Context: an optimization exercise on an open-source flow, tuned for small area. The choices shown serve that exercise and are no tape-out recipe. Where RTL was checked, it was by simulation tests only, not by an equivalence proof against the original. Power and IR drop assume default switching activity.

## run C
==> flow/design.v <==
module cnt_decimal_0_30 (
    input  wire        clk,
    input  wire        rst,          
    input  wire        init,         
    input  wire        key_s2,       
    output wire [7:0]  cnt_out       
);
localparam [19:0] TERM = 20'b01111000101011110100;
localparam [19:0] PRE1 = 20'b11111000101011110100;
localparam [19:0] MASK = 20'haaaaa;
reg  [19:0] div_s;
wire [19:0] div  = div_s ^ MASK;
wire        tick = (div == TERM) & ~init;
always @(posedge clk)
    div_s <= (init ? PRE1 : {div[18:0], div[19] ^ div[2] ^ tick}) ^ MASK;
reg run_flag;
reg prev_key_s2;
always @(posedge clk or posedge rst) begin
    if (rst)
        run_flag <= 1'b1;
    else if (key_s2 & ~prev_key_s2)
        run_flag <= ~run_flag;
end
always @(posedge clk) prev_key_s2 <= key_s2;
reg [1:0] tens;
reg [3:0] ones;
assign cnt_out = {2'b00, tens, ones};
function [4:0] bcd_inc;
    input [3:0] q;
    input       en;
    reg         e0;
    begin
        e0 = en & q[0];
        bcd_inc[0] = q[0] ^ en;
        bcd_inc[1] = q[1] ^ (e0 & ~q[3]);
        bcd_inc[2] = q[2] ^ (e0 & q[1]);
        bcd_inc[3] = q[3] ^ (e0 & (q[3] | (q[1] & q[2])));
        bcd_inc[4] = e0 & q[3];
    end
endfunction
wire       step   = tick & run_flag;
wire       wrap   = step & tens[1] & tens[0];
wire [4:0] ones_n = bcd_inc(ones, step & ~wrap);
always @(posedge clk or posedge rst) begin
    if (rst) begin
        tens <= 2'd0;
        ones <= 4'd0;
    end else begin
        tens <= {tens[1] ^ ((ones_n[4] & tens[0]) | wrap), tens[0] ^ (ones_n[4] | wrap)};
        ones <= ones_n[3:0];
    end
end
endmodule
module cnt_s3_no_debounce (
    input  wire        clk,
    input  wire        rst,          
    input  wire        inc,          
    output reg [7:0]   cnt_out       
);
function [4:0] bcd_inc;
    input [3:0] q;
    input       en;
    reg         e0;
    begin
        e0 = en & q[0];
        bcd_inc[0] = q[0] ^ en;
        bcd_inc[1] = q[1] ^ (e0 & ~q[3]);
        bcd_inc[2] = q[2] ^ (e0 & q[1]);
        bcd_inc[3] = q[3] ^ (e0 & (q[3] | (q[1] & q[2])));
        bcd_inc[4] = e0 & q[3];
    end
endfunction
wire [4:0] ones_n = bcd_inc(cnt_out[3:0], inc);
wire [4:0] tens_n = bcd_inc(cnt_out[7:4], ones_n[4]);
always @(posedge clk or posedge rst) begin
    if (rst) cnt_out <= 8'h00;
    else     cnt_out <= {tens_n[3:0], ones_n[3:0]};
end
endmodule
module cnt_s3_with_debounce (
    input  wire        clk,
    input  wire        rst,          
    input  wire        inc,          
    output reg [7:0]   cnt_out       
);
function [4:0] bcd_inc;
    input [3:0] q;
    input       en;
    reg         e0;
    begin
        e0 = en & q[0];
        bcd_inc[0] = q[0] ^ en;
        bcd_inc[1] = q[1] ^ (e0 & ~q[3]);
        bcd_inc[2] = q[2] ^ (e0 & q[1]);
        bcd_inc[3] = q[3] ^ (e0 & (q[3] | (q[1] & q[2])));
        bcd_inc[4] = e0 & q[3];
    end
endfunction
wire [4:0] ones_n = bcd_inc(cnt_out[3:0], inc);
wire [4:0] tens_n = bcd_inc(cnt_out[7:4], ones_n[4]);
always @(posedge clk or posedge rst) begin
    if (rst) cnt_out <= 8'h00;
    else     cnt_out <= {tens_n[3:0], ones_n[3:0]};
end
endmodule
module key_debounce_15ms (
    input  wire        clk,
    input  wire        rst,          
    input  wire        key_in,       
    output reg         key_out,
    output reg         rise_pulse,
    output wire        raw_rise
);
localparam [20:0] START = 21'b011000101000111001100;
reg [3:0]  sync_key;
localparam [20:0] MASK = 21'h155555;
reg [20:0] cnt_s;
wire [20:0] cnt = cnt_s ^ MASK;
reg        prev_key_out;
wire differ = sync_key[3] ^ key_out;
wire at_max = &cnt[20:1];
assign raw_rise = sync_key[0] & ~sync_key[1];
always @(posedge clk or posedge rst) begin
    if (rst) begin
        sync_key     <= 4'd0;
        key_out      <= 1'b0;
        rise_pulse   <= 1'b0;
    end else begin
        sync_key     <= {sync_key[2:0], key_in};
        if (at_max)
            key_out  <= sync_key[3];
        rise_pulse   <= key_out & ~prev_key_out;
    end
end
always @(posedge clk) begin
    cnt_s        <= (differ ? {cnt[19:0], (cnt[20] ^ cnt[1]) | at_max} : START) ^ MASK;
    prev_key_out <= key_out;
end
endmodule
module led_ctrl_unit (
    input  wire        clk,
    input  wire        rst,          
    input  wire        display_en,   
    input  wire [31:0] display,      
    output wire        init,         
    output wire [7:0]  led_en,       
    output wire [7:0]  led_cx        
);
localparam [17:0] TERM = 18'b000010111111010001;
reg rst_q;
assign init = rst_q;
localparam [17:0] LOAD = 18'b100001110001110011;
localparam [17:0] MASK = 18'h2aaaa;
reg  [17:0] div_s;
wire [17:0] div  = div_s ^ MASK;
wire        step = (div == TERM) & ~rst_q;
always @(posedge clk)
    div_s <= (rst_q ? LOAD : {div[16:0], div[17] ^ div[6] ^ step}) ^ MASK;
reg [2:0] bit_cnt;
always @(posedge clk or posedge rst) begin
    if (rst)       bit_cnt <= 3'd0;
    else         bit_cnt <= bit_cnt ^ {step & bit_cnt[1] & bit_cnt[0], step & bit_cnt[0], step};
end
reg en_q;
always @(posedge clk or posedge rst) begin
    if (rst) rst_q <= 1'b1;
    else     rst_q <= 1'b0;
end
always @(posedge clk) en_q <= display_en;
function [7:0] seg_table;
    input [3:0] d;
    begin
        case (d)
            4'd0: seg_table = 8'h03;
            4'd1: seg_table = 8'h9F;
            4'd2: seg_table = 8'h25;
            4'd3: seg_table = 8'h0D;
            4'd4: seg_table = 8'h99;
            4'd5: seg_table = 8'h49;
            4'd6: seg_table = 8'h41;
            4'd7: seg_table = 8'h1F;
            4'd8: seg_table = 8'h01;
            4'd9: seg_table = 8'h09;
            default: seg_table = 8'hFF;
        endcase
    end
endfunction
wire [7:0] sel = 8'h01 << bit_cnt;
reg  [3:0] digit;
integer i;
always @(*) begin
    digit = 4'd0;
    for (i = 0; i < 8; i = i + 1)
        digit = digit | ({4{sel[i]}} & display[4*i +: 4]);
end
assign led_en = rst_q ? 8'h00 : (en_q ? ~sel : 8'hFF);
assign led_cx = rst_q ? 8'hFD : (en_q ? seg_table(digit) : 8'hFF);
endmodule
module top_led_controller (
    input  wire        clk,          
    input  wire        rst,          
    input  wire        key_s2,       
    input  wire        key_s3,       
    input  wire        sw0,          
    output wire [7:0]  led_en,       
    output wire [7:0]  led_cx        
);
parameter STUDENT_ID_TEN = 4'h5;
parameter STUDENT_ID_ONE = 4'h0;
wire [7:0]  cnt_s3_no_deb_out;
wire [7:0]  cnt_s3_deb_out;
wire [7:0]  cnt_dec_0_30_out;
wire        key_s3_deb_rise;
wire        key_s3_raw_rise;
wire        key_s2_deb_out;
wire        init;
wire [31:0] display = {
    STUDENT_ID_TEN, STUDENT_ID_ONE,
    cnt_s3_no_deb_out, cnt_s3_deb_out, cnt_dec_0_30_out
};
led_ctrl_unit u_led_ctrl_unit (
    .clk(clk), .rst(rst), .display_en(sw0), .display(display), .init(init),
    .led_en(led_en), .led_cx(led_cx)
);
key_debounce_15ms u_key_debounce_15ms_for_key_3 (
    .clk(clk), .rst(rst), .key_in(key_s3),
    .key_out(), .rise_pulse(key_s3_deb_rise), .raw_rise(key_s3_raw_rise)
);
key_debounce_15ms u_key_debounce_15ms_for_key_2 (
    .clk(clk), .rst(rst), .key_in(key_s2),
    .key_out(key_s2_deb_out), .rise_pulse(), .raw_rise()
);
cnt_s3_no_debounce u_cnt_s3_no_debounce (
    .clk(clk), .rst(rst), .inc(key_s3_raw_rise), .cnt_out(cnt_s3_no_deb_out)
);
cnt_s3_with_debounce u_cnt_s3_with_debounce (
    .clk(clk), .rst(rst), .inc(key_s3_deb_rise), .cnt_out(cnt_s3_deb_out)
);
cnt_decimal_0_30 u_cnt_decimal_0_30 (
    .clk(clk), .rst(rst), .init(init), .key_s2(key_s2_deb_out), .cnt_out(cnt_dec_0_30_out)
);
endmodule
==> flow/config.mk <==
export PLATFORM = sky130hd
export DESIGN_NAME = top_led_controller
export DESIGN_NICKNAME = top_led_controller
export VERILOG_FILES = /design/flow/design.v
export SDC_FILE = /design/flow/constraint.sdc
export NUM_CORES = 4
export LEC_CHECK = 0
export CAP_MARGIN = 20
export CORE_MARGIN = 2
export CORE_UTILIZATION = 75
export PLACE_DENSITY = 0.85
export SLEW_MARGIN = 20
==> flow/constraint.sdc <==
create_clock -name core_clock -period 10.0 [get_ports {clk}]
set_input_delay 2.0000 -clock core_clock [delete_from_list [all_inputs] [get_ports {clk}]]
set_output_delay 2.0000 -clock core_clock [all_outputs]
set_load 0.01 [all_outputs]
standard.sh (not shown) runs the stock make flow with config.mk's settings and CLKGATE_MAP_FILE= SYNTH_SCRIPT=/design/flow/synth_recipe.tcl, a recipe that flattens the netlist after the stock synthesis.
==> flow/flow/run.sh <==
#!/bin/bash
set -euo pipefail
bash standard.sh \
  "BUFFER_PORTS_ARGS=-buffer_cell sky130_fd_sc_hd__buf_1" \
  "CTS_ARGS=-sink_clustering_enable -repair_clock_nets -buf_list sky130_fd_sc_hd__clkbuf_4 -dont_use_dummy_load" \
  finish > standard.log 2>&1
Relative to run C, the following input files were edited for run B:
diff --git a/flow/design.v b/flow/design.v
--- a/flow/design.v
+++ b/flow/design.v
@@ -2,16 +2,15 @@
     input  wire        clk,
     input  wire        rst,          
-    input  wire        init,         
     input  wire        key_s2,       
     output wire [7:0]  cnt_out       
 );
 localparam [19:0] TERM = 20'b01111000101011110100;
-localparam [19:0] PRE1 = 20'b11111000101011110100;
-localparam [19:0] MASK = 20'haaaaa;
-reg  [19:0] div_s;
-wire [19:0] div  = div_s ^ MASK;
-wire        tick = (div == TERM) & ~init;
-always @(posedge clk)
-    div_s <= (init ? PRE1 : {div[18:0], div[19] ^ div[2] ^ tick}) ^ MASK;
+localparam [19:0] PRE2 = 20'b01111100010101111010;
+reg [19:0] div;
+wire       tick = (div == TERM);
+always @(posedge clk or posedge rst) begin
+    if (rst) div <= PRE2;
+    else     div <= {div[18:0], div[19] ^ div[2] ^ tick};
+end
 reg run_flag;
 reg prev_key_s2;
@@ -143,18 +142,15 @@
     input  wire        display_en,   
     input  wire [31:0] display,      
-    output wire        init,         
     output wire [7:0]  led_en,       
     output wire [7:0]  led_cx        
 );
 localparam [17:0] TERM = 18'b000010111111010001;
-reg rst_q;
-assign init = rst_q;
-localparam [17:0] LOAD = 18'b100001110001110011;
-localparam [17:0] MASK = 18'h2aaaa;
-reg  [17:0] div_s;
-wire [17:0] div  = div_s ^ MASK;
-wire        step = (div == TERM) & ~rst_q;
-always @(posedge clk)
-    div_s <= (rst_q ? LOAD : {div[16:0], div[17] ^ div[6] ^ step}) ^ MASK;
+localparam [17:0] INIT = 18'b110000111000111001;
+reg [17:0] div;
+wire       step = (div == TERM);
+always @(posedge clk or posedge rst) begin
+    if (rst) div <= INIT;
+    else     div <= {div[16:0], div[17] ^ div[6] ^ step};
+end
 reg [2:0] bit_cnt;
 always @(posedge clk or posedge rst) begin
@@ -162,4 +158,5 @@
     else         bit_cnt <= bit_cnt ^ {step & bit_cnt[1] & bit_cnt[0], step & bit_cnt[0], step};
 end
+reg rst_q;
 reg en_q;
 always @(posedge clk or posedge rst) begin
@@ -214,5 +211,4 @@
 wire        key_s3_raw_rise;
 wire        key_s2_deb_out;
-wire        init;
 wire [31:0] display = {
     STUDENT_ID_TEN, STUDENT_ID_ONE,
@@ -220,5 +216,5 @@
 };
 led_ctrl_unit u_led_ctrl_unit (
-    .clk(clk), .rst(rst), .display_en(sw0), .display(display), .init(init),
+    .clk(clk), .rst(rst), .display_en(sw0), .display(display),
     .led_en(led_en), .led_cx(led_cx)
 );
@@ -238,5 +234,5 @@
 );
 cnt_decimal_0_30 u_cnt_decimal_0_30 (
-    .clk(clk), .rst(rst), .init(init), .key_s2(key_s2_deb_out), .cnt_out(cnt_dec_0_30_out)
-);
-endmodule
+    .clk(clk), .rst(rst), .key_s2(key_s2_deb_out), .cnt_out(cnt_dec_0_30_out)
+);
+endmodule
Results
Sequential group share of total power: run B > run C. Run B vs run C, most frequent standard cell in the layout excluding fill and tap cells: sky130_fd_sc_hd__dfrtp_1 vs sky130_fd_sc_hd__dfxtp_1. Global-route met2 utilization: run B vs run C down 2.0 points. ~same proportion of final cell area spent on non-clock buffers in run B and run C. The overall die area of run B was superior to that of run C. Total non-filler cell area in the finished layout delta (run C -> run B): insignificant. Any difference in clock tree cell share of total cell area between run B and run C is small enough to ignore. Compared with run C, in run B sequential share of the synthesized area rose 6.2 points, worst setup slack rose 0.11 ns. Delta (run B minus run C): area after synthesis fell about 1.9%, count of multi-input gates saw a decrease, average wire per cell in the routed design shows an increase of 6.2%.
Only the layout flow was run in run C; the RTL was not checked for function there.

[afterwards: timing with drivers on the ports]
No port has a modelled driver above. Below, the same layouts with a new extraction and two added sets of constraints.
Step 1 (the two cells are an assumption about what drives the block):
set clk [get_ports {clk}]
set_driving_cell -lib_cell sky130_fd_sc_hd__clkbuf_16 $clk
set_driving_cell -lib_cell sky130_fd_sc_hd__buf_2 [delete_from_list [all_inputs] $clk]
Step 2, shift: input delay + t, output delay - t, t = (earliest + latest rising clock arrival at the registers) / 2. This alone moves slack from input paths to output paths.
Slacks: ideal / step 1 / step 2; pairs: ideal / step 1.
run	t (ns)	setup slack, ns	latest minus earliest clock arrival (ns)	slew at the worst register clock pin (ns)	worst slew at a driven data input, ns
run C	0.508	4.988 / 4.958 / 5.467	0.042 / 0.041	0.11 / 0.11	0.03
run B	0.498	5.101 / 5.072 / 5.570	0.044 / 0.044	0.10 / 0.10	0.03
After both steps setup and hold are still met in every run listed.
